Background: an optimization exercise with open tools, aiming at small area, a short achievable clock period and few clock cycles per item. Do not read the settings as production practice. The RTL was checked by simulation tests, not by an equivalence proof against the original design.

==> design.v <==
module MULDIV_top (
    input clk,
    input start,
    input reset,
    input [31:0] in_A,
    input [31:0] in_B,
    input [1:0] op_div,
    input [1:0] op_mul,
    input muldiv_sel,
    output [31:0] R,
    output muldiv_done
    );
    localparam S_IDLE = 3'd0, S_NORM = 3'd1, S_ITER = 3'd2, S_FIX = 3'd3, S_DONE = 3'd4;
    reg [2:0] state;
    reg       done_r;
    reg        is_div, na, nb, bz, out_hi;
    reg  [1:0] op;
    reg  [5:0] lza, lzb;         
    reg  [5:0] cnt;
    reg [33:0] areg, breg;
    reg [63:0] acc;
    reg b_s1, b_s2;              
    reg y_div;                   
    reg y_inv, x_inv, c_in;      
    function [5:0] lzc;
        input [31:0] v;
        integer i;
        begin
            lzc = 6'd32;
            for (i = 0; i < 32; i = i + 1)
                if (v[i]) lzc = 31 - i;
        end
    endfunction
    wire sa_in = muldiv_sel ? ~op_div[0] : (op_mul != 2'd3);
    wire sb_in = muldiv_sel ? ~op_div[0] : ~op_mul[1];
    wire na_in = sa_in & in_A[31];
    wire nb_in = sb_in & in_B[31];
    wire [5:0] lza_in = lzc({in_A[31] & ~sa_in, in_A[30:0] ^ {31{in_A[31]}}});
    wire [5:0] lzb_in = lzc({in_B[31] & ~sb_in, in_B[30:0] ^ {31{in_B[31]}}});
    wire swap = ~is_div & (lza > lzb);               
    wire [4:0] dza = lza[5:1] + {4'd0, lza[0]};      
    wire [4:0] dzb = lzb[5:1] + {4'd0, lzb[0]};
    wire [4:0] dz  = swap ? dza : dzb;
    wire [6:0] dsh = {1'b0, lzb} - {1'b0, lza} + {6'd0, na};    
    wire div_none = dsh[6] | bz;                     
    wire [5:0] sh = is_div ? dsh[5:0] : {dz, 1'b0};
    wire [33:0] sh_src = swap ? areg : breg;
    wire [33:0] sh_out = sh_src << sh;
    wire q_neg = (na ^ nb) & ~bz;
    wire is_rem = op[1];
    wire [34:0] Ymag = ({35{b_s1}} & {areg[33], areg}) | ({35{b_s2}} & {areg, 1'b0}) |
                       ({35{y_div}} & {breg[32:0], 2'b00});
    wire [34:0] Yop = Ymag ^ {35{y_inv}};
    wire [34:0] Xop = {acc[32:0], 2'b00} ^ {35{x_inv}};
    wire [36:0] S2 = {1'b0, Xop, 1'b1} + {1'b0, Yop, c_in};
    wire [35:0] S = S2[36:1];
    wire hi_y = ((b_s1 | b_s2) & areg[33]) ^ y_inv;
    wire [28:0] hi = acc[61:33];
    wire [28:0] hi_p = hi + 29'd1;
    wire [28:0] hi_m = hi - 29'd1;
    wire [28:0] hi_new = hi_y ? (S[35] ? hi : hi_m) : (S[35] ? hi_p : hi);
    wire q = ~S[34];
    wire last = (cnt == 6'd1);
    function [2:0] bdec;
        input [2:0] x;
        begin
            bdec[2] = (x == 3'b011) | (x == 3'b100);
            bdec[1] = x[1] ^ x[0];
            bdec[0] = x[2] & ~(x[1] & x[0]);
        end
    endfunction
    wire go_fix = ~is_rem | na;
    always @(posedge clk or negedge reset) begin
        if (!reset) begin
            state  <= S_IDLE;
            done_r <= 1'b0;
        end else begin
            done_r <= 1'b0;
            case (state)
                S_IDLE: if (start) state <= S_NORM;
                S_NORM: begin
                    if (is_div & div_none) begin
                        if (go_fix) state <= S_FIX;
                        else begin state <= S_DONE; done_r <= 1'b1; end
                    end else state <= S_ITER;
                end
                S_ITER: if (last) begin
                    if (is_div & go_fix) state <= S_FIX;
                    else begin state <= S_DONE; done_r <= 1'b1; end
                end
                S_FIX: begin state <= S_DONE; done_r <= 1'b1; end
                default: state <= S_IDLE;
            endcase
        end
    end
    reg [2:0] bd_next;
    always @* begin
        bd_next = bdec(state == S_NORM ? sh_out[33:31] : breg[31:29]);
    end
    always @(posedge clk) begin
        b_s1 <= 1'b0; b_s2 <= 1'b0; y_div <= 1'b0;
        y_inv <= 1'b0; x_inv <= 1'b0; c_in <= 1'b0;
        case (state)
            S_IDLE: begin
                areg   <= {na_in, na_in, in_A};
                breg   <= {nb_in, nb_in, in_B};
                acc    <= 64'd0;
                lza    <= lza_in;
                lzb    <= lzb_in;
                na     <= na_in;
                nb     <= nb_in;
                bz     <= (in_B == 32'd0);
                is_div <= muldiv_sel;
                op     <= muldiv_sel ? op_div : op_mul;
                out_hi <= ~muldiv_sel & (op_mul != 2'd0);
                b_s1   <= muldiv_sel;
                y_inv  <= muldiv_sel & na_in;
                c_in   <= muldiv_sel & na_in;
            end
            S_NORM: begin
                breg <= sh_out;
                if (is_div) begin
                    if (~div_none | is_rem) acc <= {hi_new, S[34:0]};
                    areg <= 34'd0;                   
                    cnt  <= dsh[5:0] + 6'd1;
                    if (div_none) begin
                        b_s1  <= ~is_rem;
                        y_inv <= ~is_rem & (q_neg | bz);
                        c_in  <= is_rem | q_neg;
                        x_inv <= is_rem;
                    end else begin
                        y_div <= 1'b1;
                        y_inv <= ~nb;
                        c_in  <= ~nb;
                    end
                end else begin
                    if (swap) areg <= breg;
                    cnt  <= 6'd17 - {1'b0, dz};
                    {b_s2, b_s1, y_inv} <= bd_next;
                    c_in <= bd_next[0];
                end
            end
            S_ITER: begin
                cnt <= cnt - 6'd1;
                if (is_div) begin
                    breg <= {breg[33], breg[33:1]};
                    areg <= {areg[32:0], q};
                    if (last & ~is_rem) acc <= 64'd0;
                    else if (q) acc[32:0] <= S[34:2];
                    if (last) begin
                        b_s1  <= ~is_rem;
                        y_inv <= ~is_rem & (q_neg | bz);
                        c_in  <= is_rem | q_neg;
                        x_inv <= is_rem;
                    end else begin
                        y_div <= 1'b1;
                        y_inv <= ~nb;
                        c_in  <= ~nb;
                    end
                end else begin
                    breg <= {breg[31:0], 2'b00};
                    acc  <= {hi_new, S[34:0]};
                    if (!last) begin
                        {b_s2, b_s1, y_inv} <= bd_next;
                        c_in <= bd_next[0];
                    end
                end
            end
            S_FIX: begin
                if (is_rem) acc[32:0] <= S[34:2];
                else acc <= {hi_new, S[34:0]};
            end
            default: ;
        endcase
    end
    assign R = out_hi ? acc[63:32] : acc[31:0];
    assign muldiv_done = done_r;
endmodule
==> run.sh <==
#!/bin/bash
# synth_recipe.tcl (not shown) runs the flow's synth.tcl, then flattens the netlist and writes it again
# the make line also repeats each setting of config.mk as NAME=value (left out here)
make -C /OpenROAD-flow-scripts/flow DESIGN_CONFIG=/design/flow/config.mk WORK_HOME=/design/flow/orfs CLKGATE_MAP_FILE= SYNTH_SCRIPT=/design/flow/synth_recipe.tcl finish
==> config.mk <==
export PLATFORM = sky130hd
export DESIGN_NAME = MULDIV_top
export DESIGN_NICKNAME = MULDIV_top
export VERILOG_FILES = /design/flow/design.v
export SDC_FILE = /design/flow/constraint.sdc
export NUM_CORES = 4
export LEC_CHECK = 0
export CAP_MARGIN = 20
export CORE_MARGIN = 2
export CORE_UTILIZATION = 45
export PLACE_DENSITY = 0.6
export SETUP_SLACK_MARGIN = 5
export SLEW_MARGIN = 20
==> constraint.sdc <==
create_clock -name core_clock -period 10.0 [get_ports {clk}]
set_input_delay 2.0000 -clock core_clock [delete_from_list [all_inputs] [get_ports {clk}]]
set_output_delay 2.0000 -clock core_clock [all_outputs]
set_load 0.01 [all_outputs]
==> flow_metrics.env <==
export IMPL_dr_pass1_iters=6
export IMPL_cts_tree="built"
export IMPL_status="no timing/DRC/antenna violations"
export IMPL_place_congestion=0.964
export IMPL_synth_top_cell_by_area="edfxtp_1"
export IMPL_syn_inst=1899
export IMPL_grt_overflow=0
export IMPL_tightest_slew_ns=0.977
export IMPL_clk_pin_slew_ns=0.07
export IMPL_start_kind="register"
export IMPL_post_route_util=0.513
export IMPL_io_pins=105
export IMPL_dp_cells=2376
export IMPL_rsz0062_at_grt="false"
export IMPL_num_vias=15200
export IMPL_die_h_um=196
export IMPL_placed_area_mm2=0.0180
export IMPL_clock_latency_ns=0.47
export IMPL_slew_violations=0
export IMPL_wire_per_inst_um=22.1
export IMPL_maxCapViolCount=0
export IMPL_fin_crit_sh=0.468
export IMPL_synth_top_area_frac=0.284
export IMPL_ys_warn_count=1
export IMPL_ys_flop_type="edfxtp_1"
export IMPL_yosysSeqAreaShare=0.297
export IMPL_first_iter_violations=1363
export IMPL_grt_pass1_wl_um=82100
export IMPL_dpl_hpwl_um=40400
export IMPL_start_util=0.454
export IMPL_die_area_mm2=0.0382
export IMPL_fin_skew_ns=0.0149
export IMPL_final_hold_viol_count=0
export IMPL_rows=70
export IMPL_final_cells=2409
export IMPL_wl_um=53100
export IMPL_num_fill_cells=3483
export IMPL_synth_edf_count=156
export IMPL_slew_limit_headroom=0.348
export IMPL_ant_nets=0
export IMPL_fp_dieW_um=196
export IMPL_yosysUniqueCellTypes=81
export IMPL_setup_viol=0
export IMPL_syn_area_mm2=0.0165
export IMPL_cp_required_ns=10.35
export IMPL_clkSinkCount=166
export IMPL_clockRootBuffer="clkbuf_16"
export IMPL_cts_inserted_buffers=17
export IMPL_remaining_drc_errors=0
export IMPL_synth_area_per_cell_um2=8.70
export IMPL_diodes=0
export IMPL_io_buffers=104
export IMPL_drive_gt1_frac=0.0963
export IMPL_grt_max_degree=58
export IMPL_crit_arrival_ns=5.04
export IMPL_synth_fp_nets=2039
export IMPL_hold_buffers=0
export IMPL_fin_area_mm2=0.0186
export IMPL_cp_max_fo=51
export IMPL_async_flop_share=0.0241
export IMPL_critical_path_class="register to register"
export IMPL_finalSetupTns_ns=0
export IMPL_crit_path_end_kind="register"
export IMPL_period_needed_ns=4.68
export IMPL_post_cts_buffers=0
export IMPL_ys_seq_elements=166
export IMPL_grt_usage=0.274
export IMPL_netlist_top_cells_area="edfxtp_1 (28%), mux2i_1 (7.2%), mux2_2 (6.3%), ha_1 (5.0%), xnor2_1 (4.9%)"
export IMPL_fmax_ghz=0.213
export IMPL_core_area_mm2=0.0363
export IMPL_vias_per_cell=6.32
export IMPL_hold_path_class="register to register"
export IMPL_antenna_found_initial=0
export IMPL_htree_levels=4
export IMPL_hold_slack_ns=0.636
export IMPL_finalNetCount=2068
export IMPL_area_growth_pct=12.8
export IMPL_clockBufferDepth=2
export IMPL_grt_pass1_vias=14700
[sequential cells by signal (all words and copies together), names as in the netlist]
signal,count
state,3
nb,1
bz,1
done_r,1
b_s2,1
lzb,6
y_div,1
acc,64
out_hi,1
breg,34
op,1
x_inv,1
areg,34
cnt,6
c_in,1
y_inv,1
b_s1,1
na,1
is_div,1
lza,6
[metal layers]
metal | wire length [um] | up-vias | global-route usage
li1 | - | 7258 | -
met1 | 22800 | 7301 | 0.351
met2 | 25600 | 563 | 0.470
met3 | 2760 | 110 | 0.0288
met4 | 1970 | 0 | 0.113
met5 | 0 | - | 0
[placed cells by master (no fill, tap or decap), types with 22 or more instances in the layout]
cell and instances:
mux2i_1 118, or3_1 29, a22oi_1 43, mux2_2 93, a21oi_1 103, nand3_1 62
xnor2_1 93, edfxtp_1 156, clkdlybuf4s50_1 104, xor2_1 54, a21o_1 26, and3_1 23
a22o_1 23, nor3_1 48, ha_1 66, inv_1 61, o21ai_0 80, nand2_1 198
buf_4 24, clkbuf_16 22, nor2_1 142, a222oi_1 32, o221ai_1 22
[repair_timing]
item / 4_1_cts / 5_1_grt
hold endpoints to repair: 0 / 0
setup endpoints to repair: 33 / 37
cloned: 1 / 0
resized for setup: 0 / 4
pin swaps: 1 / 0
[critical path: stages, from the launching register on]
cell and delay (ns):
edfxtp_1 0.73, buf_6 0.49, inv_1 0.37, o2111a_1 0.25, nor3_2 0.18, buf_4 0.47
mux2_2 0.42, mux2i_1 0.17, mux2i_1 0.13, and3_1 0.21, o21ai_0 0.43, and2_1 0.21
ha_1 0.23, o22ai_1 0.15, nand2_1 0.09
[synthesized netlist by cell type (all sizes together), types with 5 or more instances]
| cell | number |
|---|---|
| xnor2 | 93 |
| nand2b | 15 |
| nor4 | 17 |
| nor2b | 14 |
| a21o | 26 |
| o221ai | 22 |
| a32oi | 7 |
| mux2i | 118 |
| nor3 | 51 |
| nand4 | 16 |
| o21a | 8 |
| xor2 | 54 |
| mux2 | 93 |
| nand2 | 200 |
| and4 | 5 |
| or3 | 31 |
| a31oi | 13 |
| a211oi | 18 |
| nand3 | 62 |
| a21oi | 105 |
| o22ai | 20 |
| ha | 66 |
| and3 | 23 |
| and2 | 20 |
| o21bai | 10 |
| nor2 | 145 |
| a22o | 23 |
| clkbuf | 91 |
| a22oi | 43 |
| o41ai | 6 |
| a222oi | 32 |
| o21ai | 85 |
| o31ai | 6 |
| dfxtp | 6 |
| a21boi | 8 |
| inv | 61 |
| a221o | 10 |
| buf | 30 |
| or4 | 11 |
| or2 | 7 |
| o211ai | 13 |
| edfxtp | 156 |
[cells by family (layout without fill, tap and decap cells)]
logic type               count (synthesis)  after routing  share of synthesized area
AND/OR/NAND/NOR                        625            625                      0.180
AO/OA/AOI/OAI                          500            501                      0.214
multiplexers                           211            211                      0.135
buffers and inverters                  182            223                     0.0435
flip-flops                             166            166                      0.297
XOR/XNOR                               147            147                     0.0780
adder cells (fa/ha/maj)                 68             68                     0.0524
[metrics by stage]
stage	setup WS [ns]
floorplan	5.23
global placement	5.05
detailed placement	4.91
CTS	5.01
global route	5.01
finish	5.32
[cell type report]
type,count,area [um^2],area share
multi-input combinational,1552,11000,0.591
sequential,166,4910,0.263
timing repair buffer,130,1260,0.0676
clock buffer,27,599,0.0322
tap,468,586,0.0314
inverter,61,229,0.0123
clock inverter,5,40.0,0.00215
[worst paths after layout]
| check | start | to | slack (ns) | depth (start not counted) |
|---|---|---|---|---|
| max in group asynchronous | reset | done_r | 8.12 | 1 |
| hold reg to reg | areg[21] | areg[22] | 0.64 | 2 |
| min in group asynchronous | reset | state[2] | 1.72 | 1 |
| hold / removal | areg[21] | areg[22] | 0.64 | 2 |
| setup / recovery | is_div | b_s1 | 5.32 | 14 |
| setup reg to reg | is_div | b_s1 | 5.32 | 14 |
Testbench counts, summed over its fixed seeds: cycles 23,482, items 2,400.

separate check: timing with driven ports:
How much do the figures lean on ideal ports? The routed layout below was timed once more, with nothing changed but the port constraints.
Step 1, drivers: a clkbuf_16 drives clk and a buf_2 each remaining input, both assumed.
Step 2 also shifts input and output timing later by t, the mid clock arrival at the registers, as if the neighbouring blocks saw the same clock.
a / b / c = no drivers / after step 1 / after step 2; a / b = the first two.
shift t [ns]: 0.516
setup WS [ns]: 5.315 / 5.315 / 5.010
latest minus earliest clock arrival (ns): 0.015 / 0.015
worst register clock-pin slew, ns: 0.08 / 0.08
After both steps this run still meets setup and hold. For this run, drivers alone change the setup slack by 0.000 ns; drivers and shift together by -0.305 ns.
